From an optimization exercise on the open Yosys and OpenROAD flow, aimed at small area; shortcuts taken in it are not production practice.
Function was checked by simulation only, so behaviour that the tests miss may differ from the original.
Power is estimated from default activity; no workload was simulated.

==> run a <==
## Fx3HostInterface
module Fx3HostInterface
  (
   input wire 	     ifclk,
   input wire 	     resetb,
   input wire 	     fx3_hics_b,
   input 	     fx3_dma_rdy_b,
   output reg 	     fx3_sloe_b,
   output reg 	     fx3_slrd_b,
   output reg 	     fx3_slwr_b,
   output reg 	     fx3_pktend_b,
   output reg [1:0]  fx3_fifo_addr,
   input [31:0]      fx3_fd_in,
   output reg [31:0] fx3_fd_out,
   output 	     fx3_fd_oe,
   output reg [15:0] di_term_addr,
   output reg [31:0] di_reg_addr,
   output reg [31:0] di_len,
   output reg 	     di_read_mode,
   output reg 	     di_read_req,
   output reg 	     di_read,
   input wire 	     di_read_rdy,
   input [31:0]      di_reg_datao,
   output reg 	     di_write,
   input wire 	     di_write_rdy,
   output reg 	     di_write_mode,
   output [31:0]     di_reg_datai,
   input [15:0]      di_transfer_status
   );
export LEC_CHECK = 0
export CAP_MARGIN = 0
export CORE_MARGIN = 2
export CORE_UTILIZATION = 65
export SLEW_MARGIN = 0
create_clock -name core_clock -period 10.0 [get_ports {ifclk}]
standard.sh (not shown) runs the stock make flow with config.mk's settings and CLKGATE_MAP_FILE= SYNTH_SCRIPT=/design/flow/synth_recipe.tcl, a recipe that flattens the netlist after the stock synthesis.
==> flow/flow/run.sh <==
#!/bin/bash
set -uo pipefail
HERE=$(pwd)
mkdir -p "$HERE/rst"
python3 "$HERE/flow/filter_lib.py" "$FLOW_HOME/platforms/sky130hd/lib/sky130_fd_sc_hd__tt_025C_1v80.lib" "$HERE/rst/cells.lib" > "$HERE/filter_lib.log" 2>&1
export RST_LIB="$HERE/rst/cells.lib"
export RST_DIR="$HERE/rst"
export PATH="$PATH:/OpenROAD-flow-scripts/tools/install/yosys/bin"
bash standard.sh \
  "POST_FLOORPLAN_TCL=$HERE/flow/restructure.tcl" \
  "BUFFER_PORTS_ARGS=-buffer_cell sky130_fd_sc_hd__buf_1" \
  "CTS_ARGS=-sink_clustering_enable -repair_clock_nets -dont_use_dummy_load -buf_list {sky130_fd_sc_hd__clkbuf_4 sky130_fd_sc_hd__clkbuf_8} -sink_clustering_buffer sky130_fd_sc_hd__clkbuf_8 -root_buf sky130_fd_sc_hd__clkbuf_4 -tree_buf sky130_fd_sc_hd__clkbuf_4 -sink_clustering_size 16 -sink_clustering_max_diameter 50" \
  finish > flow.log 2>&1
==> flow/flow/filter_lib.py <==
#!/usr/bin/env python3
# Copy a liberty file without the cells the platform marks don't-use (and
# without fill/tap/decap/diode cells), so that ABC inside OpenROAD's
# restructure cannot pick them.  usage: filter_lib.py IN OUT
import re, sys
drop = re.compile(r'sky130_fd_sc_hd__(lpflow_|probe|fill_|tap|decap|diode|clkdlybuf|dlygate|dlymetal|conb)')
src = open(sys.argv[1]).read()
out = []
i = 0
pat = re.compile(r'\n\s*cell\s*\(\s*"?([A-Za-z0-9_]+)"?\s*\)\s*\{')
while True:
    m = pat.search(src, i)
    if not m:
        out.append(src[i:])
        break
    # find the matching close brace of this cell group
    depth = 0
    j = m.end() - 1
    while True:
        c = src[j]
        if c == '{':
            depth += 1
        elif c == '}':
            depth -= 1
            if depth == 0:
                break
        j += 1
    out.append(src[i:m.start()])
    if not drop.match(m.group(1)):
        out.append(src[m.start():j + 1])
    i = j + 1
open(sys.argv[2], 'w').write(''.join(out))
==> flow/flow/restructure.tcl <==
# POST_FLOORPLAN hook: drop the buffers ABC put in during synthesis, then
# re-map the combinational logic for area with OpenROAD's restructure (ABC).
# Registers are not touched.
remove_buffers
report_design_area
restructure -liberty_file $::env(RST_LIB) -target area \
  -tiehi_port {sky130_fd_sc_hd__conb_1 HI} -tielo_port {sky130_fd_sc_hd__conb_1 LO} \
  -work_dir $::env(RST_DIR) -abc_logfile $::env(RST_DIR)/abc.log
report_design_area
==> inputs of run b, as changes to run a <==
--- a/flow/design.v
+++ b/flow/design.v
@@ -7,13 +7,13 @@
    output reg 	     fx3_sloe_b,
    output reg 	     fx3_slrd_b,
    output reg 	     fx3_slwr_b,
    output reg 	     fx3_pktend_b,
    output reg [1:0]  fx3_fifo_addr,
    input [31:0]      fx3_fd_in,
-   output reg [31:0] fx3_fd_out,
+   output [31:0]     fx3_fd_out,
    output 	     fx3_fd_oe,
    output reg [15:0] di_term_addr,
    output reg [31:0] di_reg_addr,
    output reg [31:0] di_len,
    output reg 	     di_read_mode,
    output reg 	     di_read_req,
@@ -42,12 +42,14 @@
    reg [5:0]  wp;           
    reg [5:0]  rp;           
    reg [2:0]  cnt;
    wire dma_rdy = !dma_rdy_b;
    wire latch = !slrd_b_sss;
    assign fx3_fd_oe = fx3_sloe_b;
+   reg        fd_valid;
+   assign fx3_fd_out = {32{fd_valid}} & fdata[0];
    assign di_reg_datai = ({32{rp[0]}} & fdata[0]) | ({32{rp[1]}} & fdata[1]) |
                          ({32{rp[2]}} & fdata[2]) | ({32{rp[3]}} & fdata[3]) |
                          ({32{rp[4]}} & fdata[4]) | ({32{rp[5]}} & fdata[5]);
    wire fifo_we = di_write_mode && latch;
    wire fifo_re = di_write;
    wire fifo_full = cnt > 3'd1;
@@ -94,15 +96,16 @@
    wire nb_lt = blen_huge || !(bleft[16] || (b_small && (!bleft[2] || blen[1:0] == 2'd0)));  
    reg [2:0]  state_n;
    reg        ra_inc, ra_load, rd_issue;
    reg        sloe_n, slrd_n, slwr_n, pktend_b_n, pktend_n, first_write_n;
    reg [1:0]  fifo_addr_n;
    reg        rmode_n, wmode_n, dwrite_n, dread_n, dreq_n;
-   reg [31:0] fd_out_n, len_n;
+   reg [31:0] len_n;
+   reg        fo_ack0, fo_ack1, fo_rd;
    reg [15:0] term_n, cks_base;
-   reg        cks_add;
+   reg        cks_add, cks_clr, cks_ld;
    always @* begin
       state_n = state;
       t_16 = 0; t_len = 0; t_dec = 0;
       b_16 = 0; b_len = 0; b_dec = 0;
       sloe_n = fx3_sloe_b;
       slrd_n = fx3_slrd_b;
@@ -113,17 +116,21 @@
       fifo_addr_n = fx3_fifo_addr;
       rmode_n = ((state == PROC) || (state == ACK0) || (state == ACK1)) && is_rd;
       wmode_n = ((state == PROC) || (state == ACK0) || (state == ACK1)) && is_wr;
       dwrite_n = di_write;
       dread_n = di_read;
       dreq_n = di_read_req;
-      fd_out_n = fx3_fd_out;
+      fo_ack0 = 1'b0;
+      fo_ack1 = 1'b0;
+      fo_rd = 1'b0;
       len_n = di_len;
       term_n = di_term_addr;
       cks_base = checksum;
       cks_add = 1'b0;
+      cks_clr = 1'b0;
+      cks_ld = 1'b0;
       ra_inc = 1'b0;
       ra_load = 1'b0;
       rd_issue = 1'b0;
       if (cmd_start) begin
          state_n = RCV_CMD;
          t_16 = 1;
@@ -132,18 +139,18 @@
          slrd_n = 1;
          slwr_n = 1;
          pktend_b_n = 1;
          pktend_n = 0;
          fifo_addr_n = CMD_EP;
          cks_base = 0;
+         cks_clr = 1'b1;
          rmode_n = 0;
          wmode_n = 0;
          dwrite_n = 0;
          dread_n = 0;
          dreq_n = 0;
-         fd_out_n = 0;
          len_n = 0;
          term_n = 0;
          first_write_n = 1;
       end else begin
          case (state)
            IDLE: begin
@@ -151,12 +158,13 @@
               slrd_n = 1;
               slwr_n = 1;
               pktend_b_n = 1;
               pktend_n = 0;
               fifo_addr_n = CMD_EP;
               cks_base = 0;
+              cks_clr = 1'b1;
            end
            RCV_CMD: begin
               if (rcv_done) begin
                  if (!dma_rdy) begin
                     state_n = PROC;
                     t_len = 1;
@@ -179,32 +187,33 @@
               end
            end
            ACK0: begin
               sloe_n = 1;
               if (dma_rdy) begin
                  slwr_n = 0;
-                 fd_out_n = {checksum, 16'hA50F};
+                 fo_ack0 = 1'b1;
                  cks_base = di_transfer_status;
+                 cks_ld = 1'b1;
                  state_n = ACK1;
               end else begin
                  slwr_n = 1;
               end
            end
            ACK1: begin
               sloe_n = 1;
               slwr_n = 0;
-              fd_out_n = {16'h0001, checksum};
+              fo_ack1 = 1'b1;
               state_n = IDLE;
               pktend_b_n = 0;
            end
            PROC: begin
               if (is_rd) begin
                  sloe_n = 1;
                  slwr_n = !di_read;
                  pktend_b_n = !pktend;
-                 if (di_read) fd_out_n = di_reg_datao;
+                 if (di_read) fo_rd = 1'b1;
                  if (di_read_s) cks_add = 1'b1;
                  if (!di_read_mode) begin
                     dreq_n = 1;
                     dread_n = 0;
                  end else if (t_ge) begin
                     dread_n = 0;
@@ -263,32 +272,40 @@
    wire latch_n    = !slrd_b_ss;
    wire early_cmd  = !fx3_hics_b && (state_n == RCV_CMD) && (|tleft_n[4:2]) && latch_n;
    wire early_fifo = wmode_n && latch_n;
    wire early_cks  = !fx3_hics_b && (state_n == PROC) && is_wr && latch_n;
    wire [1:0] early_idx = tleft_n[3:2];
    wire early_w0   = early_cmd && (tleft_n[4] == 1'b1);    
-   wire [15:0] cks_a = fx3_fd_out[15:0] | ({16{is_wr}} & fx3_fd_in[15:0]);
-   wire [15:0] cks_b = fx3_fd_out[31:16];
+   wire [15:0] cks_a = ({16{cks_add}} & fdata[0][15:0]) | ({16{early_cks}} & fx3_fd_in[15:0]);
+   wire [15:0] cks_b = {16{cks_add}} & fdata[0][31:16];
    reg  [15:0] cks_sum, cs_s, cs_c;
    reg         cks_c;
    always @* begin
       cs_s = checksum ^ cks_a ^ cks_b;
       cs_c = {(checksum[14:0] & cks_a[14:0]) | (checksum[14:0] & cks_b[14:0]) | (cks_a[14:0] & cks_b[14:0]), 1'b0};
       cks_c = 1'b0;
       for (k = 0; k < 16; k = k + 1) begin
          cks_sum[k] = cs_s[k] ^ cs_c[k] ^ cks_c;
          cks_c = (cs_s[k] & cs_c[k]) | (cs_s[k] & cks_c) | (cs_c[k] & cks_c);
       end
    end
-   wire [15:0] cks_n = (early_cks || cks_add) ? cks_sum : cks_base;
+   wire [15:0] cks_n = cks_clr ? 16'd0 : cks_ld ? di_transfer_status : cks_sum;
    wire [5:0] wp_n = !wmode_n ? 6'd1 : (latch_n ? {wp[4:0], wp[5]} : wp);
    integer i;
    always @(posedge ifclk) begin
-      for (i = 0; i < 6; i = i + 1)
+      for (i = 1; i < 6; i = i + 1)
         if ((early_fifo && wp[i]) || (early_cmd && !early_w0 && early_idx == i))
           fdata[i] <= fx3_fd_in;
+      if (fo_ack0)
+        fdata[0] <= {checksum, 16'hA50F};
+      else if (fo_ack1)
+        fdata[0] <= {16'h0001, checksum};
+      else if (fo_rd)
+        fdata[0] <= di_reg_datao;
+      else if (early_fifo && wp[0])
+        fdata[0] <= fx3_fd_in;
       if (early_w0) begin
          blen  <= fx3_fd_in[31:16];
          is_rd <= fx3_fd_in[15:0] == READ_CMD;
          is_wr <= fx3_fd_in[15:0] == WRITE_CMD;
       end
       tleft <= tleft_n;
@@ -314,13 +331,13 @@
          fx3_sloe_b <= 0;
          fx3_slrd_b <= 1;
          fx3_slwr_b <= 1;
          fx3_pktend_b <= 1;
          pktend <= 0;
          fx3_fifo_addr <= 2'b11;
-         fx3_fd_out <= 0;
+         fd_valid <= 0;
          di_len <= 0;
          di_term_addr <= 0;
          slrd_b_s <= 1;
          slrd_b_ss <= 1;
          slrd_b_sss <= 1;
       end else begin
@@ -336,13 +353,13 @@
          fx3_sloe_b <= sloe_n;
          fx3_slrd_b <= slrd_n;
          fx3_slwr_b <= slwr_n;
          fx3_pktend_b <= pktend_b_n;
          pktend <= pktend_f;
          fx3_fifo_addr <= fifo_addr_n;
-         fx3_fd_out <= fd_out_n;
+         fd_valid <= !cmd_start && (fd_valid || fo_ack0 || fo_ack1 || fo_rd);
          di_len <= len_n;
          di_term_addr <= term_n;
          slrd_b_s <= fx3_slrd_b;
          slrd_b_ss <= slrd_b_s;
          slrd_b_sss <= slrd_b_ss;
       end
==> flow/flow/run.sh (replaced) <==
#!/bin/bash
set -uo pipefail
bash standard.sh \
  "BUFFER_PORTS_ARGS=-buffer_cell sky130_fd_sc_hd__buf_1" \
  "CTS_ARGS=-sink_clustering_enable -repair_clock_nets -dont_use_dummy_load -buf_list {sky130_fd_sc_hd__clkbuf_4 sky130_fd_sc_hd__clkbuf_8} -sink_clustering_buffer sky130_fd_sc_hd__clkbuf_8 -root_buf sky130_fd_sc_hd__clkbuf_4 -tree_buf sky130_fd_sc_hd__clkbuf_4 -sink_clustering_size 16 -sink_clustering_max_diameter 50" \
  finish > flow.log 2>&1
removed: flow/flow/filter_lib.py
removed: flow/flow/restructure.tcl
==> inputs of run c, as changes to run a <==
==> flow/flow/run.sh (replaced) <==
#!/bin/bash
set -uo pipefail
bash standard.sh \
  "BUFFER_PORTS_ARGS=-buffer_cell sky130_fd_sc_hd__buf_1" \
  "CTS_ARGS=-sink_clustering_enable -repair_clock_nets -dont_use_dummy_load -buf_list {sky130_fd_sc_hd__clkbuf_4 sky130_fd_sc_hd__clkbuf_8} -sink_clustering_buffer sky130_fd_sc_hd__clkbuf_8 -root_buf sky130_fd_sc_hd__clkbuf_4 -tree_buf sky130_fd_sc_hd__clkbuf_4 -sink_clustering_size 16 -sink_clustering_max_diameter 50" \
  finish > flow.log 2>&1
removed: flow/flow/filter_lib.py
removed: flow/flow/restructure.tcl
==> results.txt <==
first-pass GRT wire length=76200 um; outcome=timing/DRC/antenna clean; Critical Path AT=10240 ps; Int Pwr=2.21 mW; slowest CP cell=fa_1; R2R setup slack=690 ps; clock share of power=25.5%; met1 WL=19900 um; CTS Sinks=390; ClkCell Share=2.32%; metal3 WL=4740 um; count leader, synth=nand2_1; Initial Util=65.9%; compound-cell area share of the yosys netlist=14.1%; synth unique cells=83; Area Overhead vs Synth=10.1%; worst r2r path cells=27
Source of the figures above: run b

==> results.txt <==
outcome=timing/DRC/antenna clean; R2R setup slack=1690 ps; ClkCell Share=2.57%; Sw Ratio=27.9%; slowest CP cell=fa_1; Hold Path Stages=0; first-pass GRT wire length=70700 um; compound-cell area share of the yosys netlist=14.3%; clock share of power=25.2%; count leader, synth=edfxtp_1; synth unique cells=65; met1 WL=19400 um; metal3 WL=4880 um; worst r2r path cells=37
Source of the figures above: run c

==> results.txt <==
Critical Path AT=9410 ps; met1 WL=20400 um; synth unique cells=65; ClkCell Share=2.57%; outcome=timing/DRC/antenna clean; Hold Path Stages=0; R2R setup slack=1250 ps; DP Area=0.0191 sq mm; count leader, synth=edfxtp_1; CTS Sinks=421; slowest CP cell=or4_1; metal3 WL=5780 um; Initial Util=66.4%; Overall Power=3.48 mW; first-pass GRT wire length=76400 um; dpl ws=446 ps
Source of the figures above: run a

==> what the ideal ports hide <==
In the flow no input, the clock included, has a driving cell. The finished layouts below were timed again as built, in two steps.
Step 1: set_driving_cell puts a clkbuf_16 on ifclk and a buf_2 on each other input, an assumption about the parent block.
Step 2 moves the port delays by t, midway between the first and last clock arrival at a register: inputs arrive t later, outputs are due t later. That takes back most of the time a late clock gives input paths.
Three values: ideal ports, drivers, drivers and shift; two values: the first two.
| run | t, ns | setup WS [ns] | worst setup path at the end | worst data-port slew with drivers (ns) |
|---|---|---|---|---|
| run a | 0.734 | 1.255 / 1.255 / 0.831 | input to register | 0.06 |
| run b | 0.716 | 0.318 / 0.343 / -0.372 | input to register | 0.07 |
| run c | 0.734 | 0.898 / 0.923 / 0.190 | input to register | 0.05 |
With both steps, setup timing fails in run b, where it was met with ideal ports. The setup slack of run c, which loses most, moves by +0.025 ns with the drivers and by -0.708 ns with both steps.
